This design comes from an exercise in tuning for small area on the open sky130 flow, not from production work.
In this exercise RTL edits were held to simulation tests only and were not proved equivalent to the original.
No driver is modelled on the clock port, so clocking that relies on it looks cheaper here than on a real chip.
Power figures rest on the tool's default switching activity, not on a simulated workload.

File: design.v
module binary_to_7segment(
    input i_clk,
    input i_rst,
    input[3:0] i_binary_num,
    output o_segment_a,
    output o_segment_b,
    output o_segment_c,
    output o_segment_d,
    output o_segment_e,
    output o_segment_f,
    output o_segment_g
    );
    reg[3:0] d;
    always @(posedge i_clk)
    begin
        if(i_rst)
            d <= 4'hD;
        else
            d <= i_binary_num;
    end
    assign o_segment_a = !((!d[3] & !d[2] & d[1] & !d[0]) | (d[2] & !d[1] & d[0]));
    assign o_segment_b = (!d[3] & d[2]) | (!d[2] & !d[1] & d[0]) | (d[1] & !d[0]);
    assign o_segment_c = !((d[3] & !d[1]) | (d[2] & !d[1] & !d[0]));
    assign o_segment_d = !((d[3]) | (d[2] & d[0]) | (!d[2] & d[1] & !d[0]));
    assign o_segment_e = !((d[2] & d[0]) | (!d[3] & d[1]));
    assign o_segment_f = (!d[2]);
    assign o_segment_g = (!d[2] & d[1]) | (!d[0]);
endmodule
module count_and_toggle #(parameter COUNT_LIMIT = 5000) (
    input i_clk,
    input i_rst,
    input i_enable,
    output reg o_toggle
);
localparam [12:0] Q_START = 13'd11;   
reg [12:0] r_counter;
wire w_last = !r_counter[0] & !r_counter[1] & !r_counter[3] & !r_counter[5] &
              !r_counter[6] & !r_counter[9] & !r_counter[10] & !r_counter[12];
wire w_fb = r_counter[12] ~^ ~(r_counter[0] & r_counter[1]);
always @(posedge i_clk) begin
    if (i_rst | (i_enable & w_last))
        r_counter <= Q_START;
    else if (i_enable)
        r_counter <= {r_counter[11:0], w_fb};
    o_toggle <= !i_rst & i_enable & (o_toggle ^ w_last);
end
endmodule
module debounce_filter #(parameter
    DEBOUNCE_LIMIT = 250
    ) (
    input i_clk,
    input i_rst,
    input i_bouncy,
    output o_debounced,
    output o_release      
);
localparam [7:0] Q_START = 8'd15;    
reg [7:0] r_count;
reg r_state;
wire w_last = (r_count[6:0] == 7'd0);           
wire w_diff = i_bouncy ^ r_state;
wire w_clr  = i_rst | w_last | !w_diff;
wire w_fb   = r_count[7] ~^ ~(r_count[0] & r_count[4]);
always @(posedge i_clk)
begin
    if (w_clr)
        r_count <= Q_START;
    else
        r_count <= {~r_count[6:0], w_fb};
    if (i_rst)
        r_state <= 1'b0;
    else if (w_last)
        r_state <= i_bouncy;
end
assign o_debounced = r_state;
assign o_release = w_last & r_state & !i_bouncy;
endmodule
module lfsr_22(
    input i_clk,
    input i_rst,
    output[21:0] o_lfsr_data
);
localparam [21:0] INV = 22'h2AAAAA;   
reg[21:0] r_lfsr;
always @(posedge i_clk) begin
    if(i_rst)
        r_lfsr <= INV;
    else
        r_lfsr <= {~r_lfsr[20:0], r_lfsr[21] ^ r_lfsr[20]};
end
assign o_lfsr_data = r_lfsr;
endmodule
module state_machine_game #(parameter CLKS_PER_SEC = 25000000, parameter GAME_LIMIT = 6)(
    input i_clk,
    input i_rst,
    input i_switch_1,
    input i_switch_2,
    input i_switch_3,
    input i_switch_4,
    input i_release_1,   
    input i_release_2,
    input i_release_3,
    input i_release_4,
    output reg [3:0] o_score,
    output o_led_1,
    output o_led_2,
    output o_led_3,
    output o_led_4
    );
    localparam START = 3'd7;
    localparam PATTERN_OFF = 3'd2;
    localparam PATTERN_SHOW = 3'd3;
    localparam WAIT_PLAYER = 3'd1;
    localparam INCR_SCORE = 3'd4;
    localparam LOSER = 3'd5;
    localparam WINNER = 3'd6;
    localparam [2:0] CODE_0 = 3'd1;
    localparam [3:0] SCORE_WIN = 4'hA;
    localparam [3:0] SCORE_LOSE = 4'h8;
    reg[2:0] r_sm_main;
    reg r_toggle, r_button_dv, r_release;
    reg[13:0] r_pattern;
    wire [21:0] w_lfsr_data;
    reg[2:0] r_index;
    reg[1:0] r_release_raw;  
    reg[1:0] r_button_raw;   
    wire w_count_en, w_toggle;
    reg [1:0] w_pat_raw;
    always @(*)
        case (r_index)
            3'd1: w_pat_raw = r_pattern[1:0];
            3'd5: w_pat_raw = r_pattern[3:2];
            3'd4: w_pat_raw = r_pattern[5:4];
            3'd6: w_pat_raw = r_pattern[7:6];
            3'd2: w_pat_raw = r_pattern[9:8];
            3'd3: w_pat_raw = r_pattern[11:10];
            3'd0: w_pat_raw = r_pattern[13:12];
            default: w_pat_raw = r_pattern[7:6];
        endcase
    wire [2:0] w_index_next = {~r_index[1], ~r_index[0], ~((r_index[0] & r_index[1]) | r_index[2])};
    wire [2:0] w_score_next = {~o_score[1], ~o_score[0], ~((o_score[0] & o_score[1]) | o_score[2])};
    wire w_fall = !w_toggle & r_toggle;
    wire w_last = (o_score[2:0] == r_index);
    always @(posedge i_clk)
    begin
        if(i_rst)
        begin
            o_score <= {1'b0, CODE_0};
            r_sm_main <= START;
        end
        else if(i_switch_1 & i_switch_2)
            r_sm_main <= START;
        else
        begin
            case(r_sm_main)
                START:
                begin
                    if(!i_switch_1 & !i_switch_2 & r_button_dv)
                    begin
                        o_score <= {1'b0, CODE_0};
                        r_index <= CODE_0;
                        r_sm_main <= PATTERN_OFF;
                    end
                end
                PATTERN_OFF:
                begin
                    if(w_fall)
                        r_sm_main <= PATTERN_SHOW;
                end
                PATTERN_SHOW:
                begin
                    if(w_fall)
                        if(w_last)
                        begin
                            r_index <= CODE_0;
                            r_sm_main <= WAIT_PLAYER;
                        end
                        else
                        begin
                            r_index <= w_index_next;
                            r_sm_main <= PATTERN_OFF;
                        end
                end
                WAIT_PLAYER:
                begin
                    if(r_button_dv)
                        if(w_pat_raw != r_button_raw)
                            r_sm_main <= LOSER;
                        else if(w_last)
                        begin
                            r_index <= CODE_0;
                            r_sm_main <= INCR_SCORE;
                        end
                        else
                            r_index <= w_index_next;
                end
                INCR_SCORE:
                begin
                    o_score <= {1'b0, w_score_next};
                    if(o_score[2:0] == 3'd0)  
                        r_sm_main <= WINNER;
                    else
                        r_sm_main <= PATTERN_OFF;
                end
                WINNER:
                    o_score <= SCORE_WIN;
                LOSER:
                    o_score <= SCORE_LOSE;
                default:
                    r_sm_main <= START;
            endcase
        end
    end
    always @(posedge i_clk)
    begin
        if(r_sm_main == START)
            r_pattern <= w_lfsr_data[13:0];
    end
    wire w_show = (r_sm_main == PATTERN_SHOW);
    assign o_led_1 = (w_show & (w_pat_raw == 2'b10)) | i_switch_1;
    assign o_led_2 = (w_show & (w_pat_raw == 2'b11)) | i_switch_2;
    assign o_led_3 = (w_show & (w_pat_raw == 2'b00)) | i_switch_3;
    assign o_led_4 = (w_show & (w_pat_raw == 2'b01)) | i_switch_4;
    always @(posedge i_clk)
    begin
        r_toggle <= w_toggle;
        r_release <= !i_rst & (i_release_1 | i_release_2 | i_release_3 | i_release_4);
        r_release_raw[1] <= i_release_1 | i_release_2;
        r_release_raw[0] <= !i_release_1 & (i_release_2 | !i_release_3);
        r_button_dv <= !i_rst & r_release;
        r_button_raw <= r_release_raw;
    end
    assign w_count_en = (r_sm_main == PATTERN_OFF) | (r_sm_main == PATTERN_SHOW);
    count_and_toggle #(.COUNT_LIMIT(CLKS_PER_SEC/4)) count_inst(
        .i_clk(i_clk),
        .i_rst(i_rst),
        .i_enable(w_count_en),
        .o_toggle(w_toggle)
    );
    lfsr_22 lfsr_inst(
        .i_clk(i_clk),
        .i_rst(i_rst),
        .o_lfsr_data(w_lfsr_data)
    );
endmodule
module state_machine_project_top(
    input i_clk,
    input i_rst,
    input i_switch_1,
    input i_switch_2,
    input i_switch_3,
    input i_switch_4,
    output o_led_1,
    output o_led_2,
    output o_led_3,
    output o_led_4,
    output o_segment2_a,
    output o_segment2_b,
    output o_segment2_c,
    output o_segment2_d,
    output o_segment2_e,
    output o_segment2_f,
    output o_segment2_g,
	output o_segment2_digit
    );
    localparam GAME_LIMIT = 7;  
    localparam CLKS_PER_SEC = 20000;  
    localparam DEBOUNCE_LIMIT = 250;  
    wire w_switch_1, w_switch_2, w_switch_3, w_switch_4;
    wire w_release_1, w_release_2, w_release_3, w_release_4;
    wire w_segment2_a, w_segment2_b, w_segment2_c, w_segment2_d, w_segment2_e, w_segment2_f, w_segment2_g;
    wire[3:0] w_score;
    debounce_filter #(.DEBOUNCE_LIMIT(DEBOUNCE_LIMIT)) debounce_sw1(
        .i_clk(i_clk),
        .i_rst(i_rst),
        .i_bouncy(!i_switch_1),  
        .o_debounced(w_switch_1),
        .o_release(w_release_1)
    );
    debounce_filter #(.DEBOUNCE_LIMIT(DEBOUNCE_LIMIT)) debounce_sw2(
        .i_clk(i_clk),
        .i_rst(i_rst),
        .i_bouncy(i_switch_2),
        .o_debounced(w_switch_2),
        .o_release(w_release_2)
    );
    debounce_filter #(.DEBOUNCE_LIMIT(DEBOUNCE_LIMIT)) debounce_sw3(
        .i_clk(i_clk),
        .i_rst(i_rst),
        .i_bouncy(i_switch_3),
        .o_debounced(w_switch_3),
        .o_release(w_release_3)
    );
    debounce_filter #(.DEBOUNCE_LIMIT(DEBOUNCE_LIMIT)) debounce_sw4(
        .i_clk(i_clk),
        .i_rst(i_rst),
        .i_bouncy(i_switch_4),
        .o_debounced(w_switch_4),
        .o_release(w_release_4)
    );
    state_machine_game #(.CLKS_PER_SEC(CLKS_PER_SEC), .GAME_LIMIT(GAME_LIMIT)) game_inst(
        .i_clk(i_clk),
        .i_rst(i_rst),
        .i_switch_1(w_switch_1),
        .i_switch_2(w_switch_2),
        .i_switch_3(w_switch_3),
        .i_switch_4(w_switch_4),
        .i_release_1(w_release_1),
        .i_release_2(w_release_2),
        .i_release_3(w_release_3),
        .i_release_4(w_release_4),
        .o_score(w_score),
        .o_led_1(o_led_1),
        .o_led_2(o_led_2),
        .o_led_3(o_led_3),
        .o_led_4(o_led_4)
    );
    binary_to_7segment scoreboard(
        .i_clk(i_clk),
        .i_rst(i_rst),
        .i_binary_num(w_score),
        .o_segment_a(w_segment2_a),
        .o_segment_b(w_segment2_b),
        .o_segment_c(w_segment2_c),
        .o_segment_d(w_segment2_d),
        .o_segment_e(w_segment2_e),
        .o_segment_f(w_segment2_f),
        .o_segment_g(w_segment2_g)
    );
    assign o_segment2_a = w_segment2_a;
    assign o_segment2_b = w_segment2_b;
    assign o_segment2_c = w_segment2_c;
    assign o_segment2_d = w_segment2_d;
    assign o_segment2_e = w_segment2_e;
    assign o_segment2_f = w_segment2_f;
    assign o_segment2_g = w_segment2_g;
	assign o_segment2_digit = 1'b0;  
endmodule
File: flow/run.sh
#!/bin/bash
# Own layout flow: the standard flow (standard.sh, ORFS) with these changes:
#  - synthesis is the standard synthesis script (synth_recipe.tcl, sourced
#    unchanged) except that Yosys's abc call uses flow/area.abc, an
#    area-oriented mapping script, instead of ORFS's abc_speed.script; the
#    flip-flops are mapped before abc, so registers, names and cell types are
#    those of the standard synthesis;
#  - ports are buffered with the smallest buffer (buf_1);
set -euo pipefail
HERE=$(cd "$(dirname "$0")" && pwd)
WORK=$(pwd)
cat > "$WORK/own_synth.tcl" <<EOT
proc abc {args} {
  set i [lsearch \$args -script]
  if {\$i >= 0} { set args [lreplace \$args \$i [expr {\$i + 1}] -script $HERE/area.abc] }
  yosys abc {*}\$args
}
source $WORK/synth_recipe.tcl
EOT
sed "s#SYNTH_SCRIPT=[^ ]*#SYNTH_SCRIPT=$WORK/own_synth.tcl#" standard.sh > own_standard.sh
grep -q "SYNTH_SCRIPT=$WORK/own_synth.tcl" own_standard.sh
export BUFFER_PORTS_ARGS="-buffer_cell sky130_fd_sc_hd__buf_1"
export CTS_ARGS="$(cat "$HERE/cts_args.txt")"
export POST_CTS_TCL="$HERE/post_cts.tcl"
bash own_standard.sh > standard_flow.log 2>&1
File: flow/area.abc
&get -n
&st
&syn2
&dch -f
&nf -R 1000 -p
&st
&syn2
&dch -f
&nf -R 1000 -p
&put
topo
dnsize -c
File: flow/cts_args.txt
-sink_clustering_enable -repair_clock_nets -dont_use_dummy_load -buf_list sky130_fd_sc_hd__clkbuf_8 -sink_clustering_size 25 -sink_clustering_max_diameter 60
File: flow/post_cts.tcl
set clk_slew_limit 0.120
set sizes {sky130_fd_sc_hd__clkbuf_1 sky130_fd_sc_hd__clkbuf_2 sky130_fd_sc_hd__clkbuf_4 sky130_fd_sc_hd__clkbuf_8 sky130_fd_sc_hd__clkbuf_16}
proc my_max_clk_slew {} {
  estimate_parasitics -placement
  set mx 0
  foreach pin [get_pins -hierarchical */CLK] {
    set s [get_property $pin slew_max]
    if {$s > $mx} { set mx $s }
  }
  return $mx
}
proc my_area {m} { return [get_property [get_lib_cells $m] area] }
set root {}
set leaves {}
foreach inst [get_cells *] {
  set m [get_property $inst ref_name]
  set n [get_full_name $inst]
  if {[string match sky130_fd_sc_hd__clkbuf_* $m] && [string match clkbuf_* $n]} {
    if {[string match clkbuf_0_* $n]} { set root [list $n $m] } else { lappend leaves [list $n $m] }
  }
}
puts "post_cts: root $root, [llength $leaves] leaves, clock slew before [my_max_clk_slew]"
set best {}
set best_area 1e9
if {$root ne {}} {
  foreach rsize {sky130_fd_sc_hd__clkbuf_16 sky130_fd_sc_hd__clkbuf_8 sky130_fd_sc_hd__clkbuf_4 sky130_fd_sc_hd__clkbuf_2} {
    replace_cell [lindex $root 0] $rsize
    set config [list [list [lindex $root 0] $rsize]]
    set area [my_area $rsize]
    set ok 1
    foreach l $leaves {
      lassign $l n m
      replace_cell $n sky130_fd_sc_hd__clkbuf_8
    }
    if {[my_max_clk_slew] > $clk_slew_limit} { set ok 0 }
    if {$ok} {
      foreach l $leaves {
        lassign $l n m
        set chosen sky130_fd_sc_hd__clkbuf_8
        foreach cand {sky130_fd_sc_hd__clkbuf_1 sky130_fd_sc_hd__clkbuf_2 sky130_fd_sc_hd__clkbuf_4} {
          replace_cell $n $cand
          if {[my_max_clk_slew] <= $clk_slew_limit} { set chosen $cand; break }
        }
        replace_cell $n $chosen
        lappend config [list $n $chosen]
        set area [expr {$area + [my_area $chosen]}]
      }
      puts "post_cts: root $rsize -> clock buffer area $area"
      if {$area < $best_area} { set best_area $area; set best $config }
    }
  }
  if {$best eq {}} {
    set best [concat [list $root] $leaves]
  }
  foreach c $best { replace_cell [lindex $c 0] [lindex $c 1] }
}
puts "post_cts: chosen $best (area $best_area), clock slew after [my_max_clk_slew]"
detailed_placement
check_placement -verbose
File: standard.sh
#!/bin/bash
# synth_recipe.tcl (not shown) runs the flow's synth.tcl, then flattens the netlist and writes it again
# the make line also repeats each setting of config.mk as NAME=value (left out here)
make -C /OpenROAD-flow-scripts/flow DESIGN_CONFIG=/design/flow/config.mk WORK_HOME=/design/flow/orfs CLKGATE_MAP_FILE= SYNTH_SCRIPT=/design/flow/synth_recipe.tcl "${@:-finish}"
File: config.mk
export PLATFORM = sky130hd
export DESIGN_NAME = state_machine_project_top
export DESIGN_NICKNAME = state_machine_project_top
export VERILOG_FILES = /design/flow/design.v
export SDC_FILE = /design/flow/constraint.sdc
export NUM_CORES = 4
export LEC_CHECK = 0
export CAP_MARGIN = 20
export CORE_MARGIN = 2
export CORE_UTILIZATION = 70
export SLEW_MARGIN = 20
File: constraint.sdc
create_clock -name core_clock -period 10.0 [get_ports {i_clk}]
set_input_delay 2.0000 -clock core_clock [delete_from_list [all_inputs] [get_ports {i_clk}]]
set_output_delay 2.0000 -clock core_clock [all_outputs]
set_load 0.01 [all_outputs]
==> key figures <==
Floorplanning
  • Die H: approximately 76 µm
  • Die area: 5798 µm²
  • Core ar.: 5075 µm²
  • Row count: 26
  • Top Ports: 18
  • Initial core utilization: 0.7179
  • Die X: 76.15 µm

Min path
  • Worst hold-check path type: reg -> reg
  • Hold wc startpoint: game_inst.r_release_raw[0]$_DFF_P_
  • Worst Hold Path EP: game_inst.r_button_raw[0]$_DFF_P_
  • Hold path cells: 0

STA
  • Endpoints failing setup: 0
  • Max-slew violations: 0
  • Final Skew: 0.01646 ns
  • RSZ-0062 raised after global routing: no
  • Final Hold Viols: 0
  • Worst-margin pin slew: roughly 0.96 ns
  • Setup_tns: 0 ns
  • Fmax: ~230 MHz
  • Slew margin rel.: 0.3413
  • Final period utilization: 0.4439
  • Min Tclk post-route: 4.439 ns

Flow run
  • Max Cap Viol: 0

Finish
  • Layout net count: 391
  • Layout cells sized above 1: 0.02872
  • Fillers: 373
  • Final instance area: 3887 µm²
  • Diode count: 0
  • Layout area overhead: 6.696%

Place
  • Dpl hpwl: 4.320 mm
  • Placement Cell Area: approximately 3800 µm²
  • Port-buffer cells: 16
  • GPL Wtd Cong: 0.8600

GRT
  • All-Layer GR Usage: 0.2345
  • Wire length of the first global-routing pass: 10.63 mm
  • Vias in the first global route: 2401
  • Largest net degree at the start of global routing: 34
  • Initial antenna violation count: 0
  • GRT Residual Overflow: 0

Setup path
  • FF-to-FF End: game_inst.r_index[2]$_SDFFCE_PP0P_
  • Critical path endpoint category: output port
  • WP data arrival: 2.44 ns
  • Worst-path fanout max: 10
  • CP Launch Type: register
  • Critical Path RT: ~8.0 ns
  • Crit Reg-Reg Startpoint: game_inst.r_index[2]$_SDFFCE_PP0P_
  • Setup CP Type: reg -> out
  • Reg2Reg Depth: 6
  • Internal reg-to-reg setup slack: 7.06 ns

Routing
  • Via-to-Cell Ratio: roughly 5.6
  • Vias: 2536
  • DRT Pass-1 Iters: 5
  • Total Wirelength: 6.245 mm
  • 1st-iter DRT viols: 148
  • Post-route DRC: 0
  • ANT nets after route: 0
  • Detailed-route wire length per cell: approximately 14 µm

Clock network
  • CTS tree: yes
  • Clock latency (worst-skew pair): 0.55 ns
  • Clock sinks: 107
  • Clock transition at path regs: around 0.090 ns

Logic synthesis
  • Post-synth EDFFs: 17
  • Seq/Total Area, Yosys: 0.6346
  • Asr flop ratio synth: 0
  • Mapped Cells: 358
  • Synth Flop Type: dfxtp_1
  • Yosys reg bits: around 110
  • Synth Cell Area: between 3000 and 4000 µm²
  • Syn Nets: 364
  • Number of distinct library cells after synthesis: 41
  • Syn_area_per_cell: ~10 µm²
  • Synth warn: 5

Power and ir drop
  • Final Power: ~880 µW
  • Maximum vdd drop: between 0.1 and 0.15 mV
  • Pwr per Cell Area: 225.9 nW/µm²
  • Lkg Pwr: 1.439 nW

Status
  • Outcome: no timing/DRC/antenna violations
==> worst max path at each step <==
stage / start / slack (ns) / end / depth (start not counted)
after floorplan: game_inst.r_index[2]$_SDFFCE_PP0P_ / 6.35 / o_led_3 / 4
after global placement: i_rst / 6.10 / game_inst.r_index[2]$_SDFFCE_PP0P_ / 5
after detailed placement: i_rst / 6.00 / game_inst.r_index[1]$_SDFFCE_PP0P_ / 5
after global routing: game_inst.r_index[2]$_SDFFCE_PP0P_ / 5.34 / o_led_3 / 5
final: game_inst.r_index[2]$_SDFFCE_PP0P_ / 5.56 / o_led_3 / 5
==> report_power, final <==
| group | internal, mW | switching (mW) | leakage, nW |
|---|---|---|---|
| Sequential | 0.490 | 0.0378 | 0.891 |
| Combinational | 0.0646 | 0.107 | 0.494 |
| Clock | 0.0604 | 0.119 | 0.0539 |
| Total | 0.615 | 0.264 | 1.44 |
==> stage by stage <==
step / worst slack [ns] / util / hold slack [ns] / instances
after floorplan: 6.353 / - / 0.3096 / 358
after global placement: 6.098 / 0.7470 / 0.3100 / 444
after detailed placement: 5.999 / 0.7470 / 0.3189 / 444
after global routing: 5.337 / 0.7660 / 0.3517 / 453
final: 5.561 / 0.7660 / 0.3370 / 453
==> area by class of cell <==
class / instances / area [µm²] / share of cell area
inverters: 6 / 22.52 / 0.005793
well taps: 70 / 87.58 / 0.02253
multi-input cells: 244 / 1301 / 0.3347
clock buffers: 9 / 96.34 / 0.02478
repair buffers: 17 / 67.56 / 0.01738
flip-flops and latches: 107 / 2312 / 0.5948
==> metal layers <==
layer  GRT usage  up-vias  wire length (µm)
li1            -     1284                 -
met1      0.2822     1205              2798
met2      0.4027       37              3155
met3     0.06043       10               195
met4     0.09818        0                95
met5           0        -                 0
==> cells in the mapped netlist, types with 3 or more instances <==
| cell type | count | share of area |
|---|---|---|
| xnor2_1 | 9 | 0.022 |
| edfxtp_1 | 17 | 0.14 |
| nand2_1 | 69 | 0.071 |
| or2_0 | 5 | 0.0086 |
| a22oi_1 | 3 | 0.0062 |
| nor2b_1 | 7 | 0.012 |
| a21oi_1 | 19 | 0.026 |
| clkinv_1 | 6 | 0.0062 |
| nand2b_1 | 5 | 0.0086 |
| nor3_1 | 12 | 0.016 |
| xor2_1 | 7 | 0.017 |
| mux2i_1 | 3 | 0.0082 |
| nor4_1 | 7 | 0.012 |
| or3_1 | 4 | 0.0069 |
| o21ai_0 | 9 | 0.012 |
| dfxtp_1 | 90 | 0.49 |
| or4_1 | 4 | 0.0082 |
| nand3_1 | 5 | 0.0069 |
| nor2_1 | 46 | 0.047 |
==> logic make-up after synthesis <==
kind of cell | Yosys count | share of synthesized area
simple gates | 172 | 0.2146
compound gates | 51 | 0.08860
flops | 107 | 0.6346
other cells | 1 | 0.001029
mux | 4 | 0.01442
buf+inv | 7 | 0.008242
xor+xnor | 16 | 0.03846
==> flip-flops by register name, indices dropped and copies added, names as in the netlist, 2 cells and up <==
register / flops
game_inst.r_pattern: 14
scoreboard.d: 4
game_inst.o_score: 4
debounce_sw3.r_count: 8
game_inst.r_button_raw: 2
game_inst.count_inst.r_counter: 13
game_inst.lfsr_inst.r_lfsr: 22
debounce_sw4.r_count: 8
game_inst.r_release_raw: 2
debounce_sw1.r_count: 8
game_inst.r_index: 3
game_inst.r_sm_main: 3
debounce_sw2.r_count: 8
==> critical path, cell delays in order, from the launching register on <==
cell and delay [ns]:
edfxtp_1 0.55, mux4_2 0.54, mux2i_1 0.37, nand3_1 0.14
o21bai_1 0.15, buf_1 0.16
==> layout by cell type (no fill, tap or decap), types with 3 or more instances in the layout <==
cell / n
nor3_1: 12
dfxtp_1: 90
clkinv_1: 6
or4_1: 4
edfxtp_1: 17
nor4_1: 7
or3_1: 4
nor2b_1: 7
o21ai_0: 8
nand2b_1: 5
mux2i_1: 3
nor2_1: 46
nand3_1: 5
a21oi_1: 19
nand2_1: 69
xor2_1: 7
or2_0: 5
buf_1: 16
clkbuf_8: 5
clkbuf_4: 3
a22oi_1: 3
xnor2_1: 9

## re-timing with driven ports
How much do the figures lean on ideal ports? The routed layout below was timed once more, with nothing changed but the port constraints.
Step 1 (the two cells are an assumption about what drives the block):
set clk [get_ports {i_clk}]
set_driving_cell -lib_cell sky130_fd_sc_hd__clkbuf_16 $clk
set_driving_cell -lib_cell sky130_fd_sc_hd__buf_2 [delete_from_list [all_inputs] $clk]
Step 2 moves the port delays by t, midway between the first and last clock arrival at a register: inputs arrive t later, outputs are due t later. That takes back most of the time a late clock gives input paths.
a / b / c = no drivers / after step 1 / after step 2; a / b = the first two.
shift t [ns]: 0.564
setup WS [ns]: 5.561 / 5.534 / 6.003
worst hold slack (ns): 0.337 / 0.337 / 0.337
slew at the worst register clock pin (ns): 0.10 / 0.10
worst data-port slew with drivers (ns): 0.03
After both steps setup and hold are still met in this run. The setup slack of this run moves by -0.027 ns with the drivers and by +0.442 ns with both steps.
